What follows belongs to an exercise in optimizing a design on an open flow for small area, a short achievable clock period and few clock cycles per item; a production flow would make more cautious choices.
RTL that was checked went through simulation tests only; none was proved equivalent to the original.

==> 03-21 <==
==> flow/design.v (excerpt) <==
module melendez_mult (rst, clk, multiplier, multiplicand, product, done);
==> module mm_han, before the edit <==
module mm_han (a, b, s, co);
  input a, b;
  output s, co;
  mm_xnor u_x (.a(a), .b(b), .y(s));
  mm_or u_o (.a(a), .b(b), .y(co));
endmodule
==> module mm_xnor, before the edit <==
module mm_xnor (a, b, y);
  input a, b;
  output y;
  assign y = ~(a ^ b);
endmodule
==> flow/config.mk <==
export PLATFORM = sky130hd
export DESIGN_NAME = melendez_mult
export DESIGN_NICKNAME = melendez_mult
export VERILOG_FILES = /design/flow/design.v
export SDC_FILE = /design/flow/constraint.sdc
export NUM_CORES = 4
export LEC_CHECK = 0
export CAP_MARGIN = 20
export CORE_MARGIN = 2
export CORE_UTILIZATION = 40
export SETUP_SLACK_MARGIN = 1.25
export SLEW_MARGIN = 20
export SYNTH_HIERARCHICAL = 1
export SYNTH_MINIMUM_KEEP_SIZE = 0
==> flow/constraint.sdc <==
create_clock -name core_clock -period 5.0 [get_ports {clk}]
set_input_delay 1.0000 -clock core_clock [delete_from_list [all_inputs] [get_ports {clk}]]
set_output_delay 1.0000 -clock core_clock [all_outputs]
set_load 0.01 [all_outputs]
standard.sh (not shown) runs the stock make flow with config.mk's settings and CLKGATE_MAP_FILE= SYNTH_SCRIPT=/design/flow/synth_recipe.tcl, a recipe that flattens the netlist after the stock synthesis.
==> flow/flow/run.sh <==
#!/bin/bash
set -euo pipefail
export BUFFER_PORTS_ARGS="-buffer_cell sky130_fd_sc_hd__buf_2"
bash standard.sh > standard_flow.log 2>&1
==> 11-02 (differences from 03-21) <==
--- a/flow/design.v
+++ b/flow/design.v
@@ -901,13 +901,8 @@
 module mm_han (a, b, s, co);
   input a, b;
   output s, co;
-  mm_xnor u_x (.a(a), .b(b), .y(s));
-  mm_or u_o (.a(a), .b(b), .y(co));
-endmodule
-module mm_xnor (a, b, y);
-  input a, b;
-  output y;
-  assign y = ~(a ^ b);
+  assign s = ~(a ^ b);
+  assign co = a | b;
 endmodule
 module mm_add (a, b, ci, s);
   input [38:0] a, b;
Settings changed: ABC_AREA from default to 1.
==> 07-05 (differences from 03-21) <==
Settings changed: CTS_CLUSTER_DIAMETER from default to 60, CTS_CLUSTER_SIZE from default to 30.
==> notes <==
- Of 11-02 and 03-21, 11-02 has the higher setup slack (gap 0.11 ns).
- In 03-21 the fmax is lower than in 11-02, by about 2.8%.
- Between 11-02 and 07-05, the lower die area is in 07-05 (gap 9.8%, measured against 07-05).
- Of 03-21 and 11-02, 03-21 has the higher global-route usage (gap 0.16 points).
- Register-to-register slack is about the same in 07-05 and 03-21.
- Of 07-05 and 11-02, 07-05 has the higher core utilization (gap 2.9 points).
- Between 11-02 and 07-05, the lower final area is in 07-05 (gap 3.5%, measured against 07-05).
- Clock skew is about the same in 11-02 and 03-21.
- In 11-02 the hold slack is worse than in 07-05, by 0.039 ns.
No run of this note included a check of the RTL's function; only the layout flow was run.

========
==> build 59 <==
melendez_mult, a different RTL version from the one above (not shown whole).
==> module mm_pg, before the edit <==
module mm_pg (a, b, g, p);
  input a, b;
  output g, p;
  mm_and2 u_g (.a(a), .b(b), .y(g));
  mm_xor2 u_p (.a(a), .b(b), .y(p));
endmodule
==> module mm_and2, before the edit <==
module mm_and2 (a, b, y);
  input a, b;
  output y;
  assign y = a & b;
endmodule
==> module mm_xor2, before the edit <==
module mm_xor2 (a, b, y);
  input a, b;
  output y;
  assign y = a ^ b;
endmodule
export LEC_CHECK = 0
export CAP_MARGIN = 20
export CORE_MARGIN = 2
export CORE_UTILIZATION = 40
export CTS_BUF_LIST = sky130_fd_sc_hd__clkbuf_4 sky130_fd_sc_hd__clkbuf_8
export SETUP_SLACK_MARGIN = 1.0
export SLEW_MARGIN = 20
export SYNTH_HIERARCHICAL = 1
export SYNTH_MINIMUM_KEEP_SIZE = 0
create_clock -name core_clock -period 5.0 [get_ports {clk}]
==> flow/flow/run.sh <==
#!/bin/bash
set -euo pipefail
export BUFFER_PORTS_ARGS="-buffer_cell sky130_fd_sc_hd__buf_2"
bash standard.sh synth > flow_synth.log 2>&1
odb=orfs/results/sky130hd/melendez_mult/base/1_synth.odb
openroad -no_init -exit flow/downsize.tcl > flow_downsize.log 2>&1
bash standard.sh > flow_layout.log 2>&1
==> flow/flow/downsize.tcl <==
# Set every logic gate of the synthesized netlist to the smallest drive strength of
# its family (flip-flops, adders, buffers, inverters and tie cells are left alone).
set odb orfs/results/sky130hd/melendez_mult/base/1_synth.odb
read_db $odb
set db [ord::get_db]
set block [ord::get_db_block]
set n 0
set before 0.0
set after 0.0
foreach inst [$block getInsts] {
  set m [$inst getMaster]
  set name [$m getName]
  if {![regexp {^(sky130_fd_sc_hd__([a-z0-9]+))_([0-9]+)$} $name -> base fam drive]} { continue }
  if {[regexp {^(buf|inv|clkbuf|clkinv|clkinvlp|dfxtp|edfxtp|dfxbp|dfrtp|dfstp|fa|ha|conb|dlygate|clkdlybuf|dlymetal|bufbuf|lpflow|tap|fill|decap|mux2i|mux2)} $fam]} { continue }
  set best ""
  foreach d {1 0} {
    set cand [$db findMaster ${base}_$d]
    if {$cand != "NULL"} { set best $cand; break }
  }
  if {$best == "" || [$best getName] == $name} { continue }
  set before [expr {$before + [$m getWidth] * [$m getHeight] / 1e6}]
  set after [expr {$after + [$best getWidth] * [$best getHeight] / 1e6}]
  if {[$inst swapMaster $best]} { incr n }
}
puts "downsized $n instances: area $before -> $after um2"
write_db $odb
==> inputs of trial 96, as changes to build 59 <==
Settings changed: CORE_UTILIZATION 40 to 50.
==> inputs of build 34, as changes to build 59 <==
--- a/flow/design.v
+++ b/flow/design.v
@@ -1112,18 +1112,8 @@
 module mm_pg (a, b, g, p);
   input a, b;
   output g, p;
-  mm_and2 u_g (.a(a), .b(b), .y(g));
-  mm_xor2 u_p (.a(a), .b(b), .y(p));
-endmodule
-module mm_and2 (a, b, y);
-  input a, b;
-  output y;
-  assign y = a & b;
-endmodule
-module mm_xor2 (a, b, y);
-  input a, b;
-  output y;
-  assign y = a ^ b;
+  assign g = a & b;
+  assign p = a ^ b;
 endmodule
 module mm_inv (a, y);
   input a;
==> flow/flow/run.sh (replaced) <==
#!/bin/bash
set -euo pipefail
export BUFFER_PORTS_ARGS="-buffer_cell sky130_fd_sc_hd__buf_2"
bash standard.sh > standard_flow.log 2>&1
Settings changed: CTS_BUF_LIST sky130_fd_sc_hd__clkbuf_4 sky130_fd_sc_hd__clkbuf_8 to default, PLACE_DENSITY from default to 0.8.
removed: flow/flow/downsize.tcl
==> summary of the runs <==
- In sequential cell count, build 34 and build 59 do not differ.
- Non-clock buffer count, highest first: trial 96, build 34, build 59.
- Wire length is about the same in build 34 and trial 96.
- Trial 96 completed without violations. Build 59 completed without violations. Build 34 completed without violations.
- Core utilization: build 59 < build 34 < trial 96.
- Of trial 96 and build 34, build 34 has the higher design area (gap 8.8%, measured against build 34).
- The lowest via count belongs to build 59, the highest to trial 96.
Testbench counts of build 59, summed over its fixed seeds: cycles 2,296, products 384.
Testbench counts of trial 96, summed over its fixed seeds: cycles 2,296, products 384.
Only the layout flow was run in build 34; the RTL was not checked for function there.

[what the ideal ports hide]
The flow's constraints put no driver on any port. The routed layouts listed below were extracted and timed again, unchanged, in two steps.
Step 1: set_driving_cell puts a clkbuf_16 on clk and a buf_2 on each other input, an assumption about the parent block.
Step 2 also shifts input and output timing later by t, the mid clock arrival at the registers, as if the neighbouring blocks saw the same clock.
Slacks: ideal ports / drivers / drivers and shift; pairs: ideal ports / drivers.
run	t, ns	setup slack, ns	clock arrival spread, ns	pins driven straight from the clock port
03-21	0.472	1.249 / 1.203 / 0.996	0.014 / 0.014	1
11-02	0.480	1.355 / 1.301 / 0.902	0.015 / 0.014	1
07-05	0.472	1.249 / 1.203 / 0.996	0.014 / 0.014	1
build 59	0.493	1.074 / 1.056 / 0.597	0.022 / 0.022	1
trial 96	0.506	1.036 / 0.995 / 0.547	0.020 / 0.019	1
build 34	0.475	1.010 / 0.961 / 0.688	0.008 / 0.008	1
After both steps every run listed still meets setup and hold. The setup slack of trial 96, which loses most, moves by -0.041 ns with the drivers and by -0.489 ns with both steps.
